What follows belongs to an exercise in optimizing a design on an open flow for small area; a production flow would make more cautious choices.
In this exercise RTL edits were held to simulation tests only and were not proved equivalent to the original.
The clock port is modelled as an ideal driver; clocking choices that lean on that would not hold on a real chip.
Power figures rest on the tool's default switching activity, not on a simulated workload.

Setup of old:
==> module SEL3N, before the edit <==
module SEL3N(input A, SA, B, SB, C, SC, output Y);
	assign Y = ~((A & SA) | (B & SB) | (C & SC));
endmodule
==> module SHIFT_REG, before the edit <==
module SHIFT_REG(
	input clk, shift_l, shift_r, rst,
	output [63:0] shift
    );
localparam [63:0] INIT = {4'hD, 4'h4, 4'h7, 4'hA, 4'h8, 4'hB, 4'h8, 4'hD,
	4'h3, 4'h5, 4'h2, 4'hF, 4'hB, 4'hC, 4'h7, 4'h0};
wire SL = shift_l;
wire SR = ~shift_l & shift_r;
wire SH = ~shift_l & ~shift_r;
reg [63:0] Q;
wire [63:0] NEXT;	 
genvar i;
generate
	for (i = 0; i < 64; i = i + 1) begin : bit_gen
		if (i < 4) begin : lo
			SEL2 SEL(.A(shift[i+4]), .SA(SR), .B(shift[i]), .SB(SH), .Y(NEXT[i]));
			assign shift[i] = Q[i];
		end else if (i >= 60) begin : hi
			SEL2 SEL(.A(shift[i-4]), .SA(SL), .B(shift[i]), .SB(SH), .Y(NEXT[i]));
			assign shift[i] = Q[i];
		end else if (INIT[i]) begin : mid_inv
			SEL3N SEL(.A(shift[i-4]), .SA(SL), .B(shift[i+4]), .SB(SR), .C(shift[i]), .SC(SH), .Y(NEXT[i]));
			assign shift[i] = ~Q[i];
		end else begin : mid
			SEL3 SEL(.A(shift[i-4]), .SA(SL), .B(shift[i+4]), .SB(SR), .C(shift[i]), .SC(SH), .Y(NEXT[i]));
			assign shift[i] = Q[i];
		end
	end
endgenerate
always@(posedge clk, posedge rst)begin
	if(rst) Q <= {INIT[63:60], 56'd0, INIT[3:0]};
	else Q <= NEXT;
end
endmodule
Settings: LEC_CHECK=0, CAP_MARGIN=5, CORE_MARGIN=2, CORE_UTILIZATION=55, SLEW_MARGIN=5, SYNTH_HIERARCHICAL=1; clock period 10.0 ns.
standard.sh (not shown) runs the stock make flow with config.mk's settings and CLKGATE_MAP_FILE= SYNTH_SCRIPT=/design/flow/synth_recipe.tcl, a recipe that flattens the netlist after the stock synthesis.
==> flow/flow/run.sh <==
#!/bin/bash
# Standard ORFS layout (the standard.sh), with these changes:
#  - port buffers are the smallest buffer cell instead of the one buffer_ports picks;
#  - clock tree synthesis inserts no dummy loads and uses clkbuf_4 buffers;
#    after it, fix_clk_slew.tcl upsizes the clock buffers whose flip-flop
#    clock pins would see too high a slew;
#  - after floorplan, combinational cells get their smallest drive strength
#    (repair_design later upsizes or buffers where slew or load needs it).
set -euo pipefail
export CLK_SLEW_TARGET=0.108
bash standard.sh \
  "BUFFER_PORTS_ARGS=-buffer_cell sky130_fd_sc_hd__buf_1" \
  "CTS_ARGS=-sink_clustering_enable -repair_clock_nets -dont_use_dummy_load -buf_list {sky130_fd_sc_hd__clkbuf_4}" \
  "POST_FLOORPLAN_TCL=$PWD/flow/downsize.tcl" \
  "POST_CTS_TCL=$PWD/flow/fix_clk_slew.tcl" \
  finish > standard_flow.log 2>&1
Other scripts of this flow, unchanged in this note and not shown: flow/flow/downsize.tcl, flow/flow/fix_clk_slew.tcl
old: flow completed, timing, DRC and antenna clean
Modified inputs, new compared to old
-- flow/design.v --
<<< old, line 120
	assign Y = (A & SA) | (B & SB) | (C & SC);
endmodule
module SEL3N(input A, SA, B, SB, C, SC, output Y);
	assign Y = ~((A & SA) | (B & SB) | (C & SC));
endmodule
module SHIFT_REG(
	input clk, shift_l, shift_r, rst,
	output [63:0] shift
    );
localparam [63:0] INIT = {4'hD, 4'h4, 4'h7, 4'hA, 4'h8, 4'hB, 4'h8, 4'hD,
	4'h3, 4'h5, 4'h2, 4'hF, 4'hB, 4'hC, 4'h7, 4'h0};
wire SL = shift_l;
wire SR = ~shift_l & shift_r;
wire SH = ~shift_l & ~shift_r;
reg [63:0] Q;
wire [63:0] NEXT;	 
genvar i;
generate
>>> new, line 120
	assign Y = (A & SA) | (B & SB) | (C & SC);
endmodule
module SHIFT_REG(
	input clk, shift_l, shift_r, rst,
	output reg[63:0] shift
    );
wire SL = shift_l;
wire SR = ~shift_l & shift_r;
wire SH = ~shift_l & ~shift_r;
wire [63:0] NEXT;
genvar i;
generate
<<< old, line 139
		if (i < 4) begin : lo
			SEL2 SEL(.A(shift[i+4]), .SA(SR), .B(shift[i]), .SB(SH), .Y(NEXT[i]));
			assign shift[i] = Q[i];
		end else if (i >= 60) begin : hi
			SEL2 SEL(.A(shift[i-4]), .SA(SL), .B(shift[i]), .SB(SH), .Y(NEXT[i]));
			assign shift[i] = Q[i];
		end else if (INIT[i]) begin : mid_inv
			SEL3N SEL(.A(shift[i-4]), .SA(SL), .B(shift[i+4]), .SB(SR), .C(shift[i]), .SC(SH), .Y(NEXT[i]));
			assign shift[i] = ~Q[i];
		end else begin : mid
			SEL3 SEL(.A(shift[i-4]), .SA(SL), .B(shift[i+4]), .SB(SR), .C(shift[i]), .SC(SH), .Y(NEXT[i]));
			assign shift[i] = Q[i];
		end
	end
endgenerate
always@(posedge clk, posedge rst)begin
	if(rst) Q <= {INIT[63:60], 56'd0, INIT[3:0]};
	else Q <= NEXT;
end
endmodule
>>> new, line 133
		if (i < 4) begin : lo
			SEL2 SEL(.A(shift[i+4]), .SA(SR), .B(shift[i]), .SB(SH), .Y(NEXT[i]));
		end else if (i >= 60) begin : hi
			SEL2 SEL(.A(shift[i-4]), .SA(SL), .B(shift[i]), .SB(SH), .Y(NEXT[i]));
		end else begin : mid
			SEL3 SEL(.A(shift[i-4]), .SA(SL), .B(shift[i+4]), .SB(SR), .C(shift[i]), .SC(SH), .Y(NEXT[i]));
		end
	end
endgenerate
always@(posedge clk, posedge rst)begin
	if(rst) shift<={{4'hD},{4'h4},{4'h7},{4'hA},{4'h8},{4'hB},{4'h8},{4'hD},{4'h3},{4'h5},{4'h2},
		{4'hF},{4'hB},{4'hC},{4'h7},{4'h0}};
	else shift<=NEXT;
end
endmodule
==> run notes <==
- Global-route wire length before repair went down slightly going from old to new.
- new against old: smallest setup slack after layout now larger, synthesized cell count dropped 33, via count down 1.7%, sequential-to-total area share from yosys stat rose by 2.8 points, area added between synthesis and finish now larger.
- Changes observed in new relative to old: synthesized netlist net count moved down, power density over cell area moved down, total chip power level, non-clock buffer count moved up, worst-case clock skew level.
- Taking old as the reference point, the die width of new falls by about 1.6%.
- Routed wire length (new vs. old) decreases by a few percent
- In the tables for old and new, row count reads higher with old.

==> afterwards: timing with drivers on the ports <==
No port has a modelled driver above. Below, the same layouts with a new extraction and two added sets of constraints. Step 1 sets driving cells, clkbuf_16 on the clock port and buf_2 on the other inputs (assumed; they add their load-dependent delay and slew). Step 2 adds t to the input delays and takes it off the output delays; t is the mean of the earliest and latest rising clock arrival at the registers after step 1. Input paths then give back, and output paths get back, about the clock's delay inside the block. Slacks: ideal / step 1 / step 2; pairs: ideal / step 1.
| run | t (ns) | setup slack, ns | cell pins on the clock port's net |
|---|---|---|---|
| old | 0.576 | 5.549 / 5.511 / 5.973 | 1 |
| new | 0.559 | 5.807 / 5.776 / 6.065 | 1 |
After both steps every run listed still meets setup and hold.
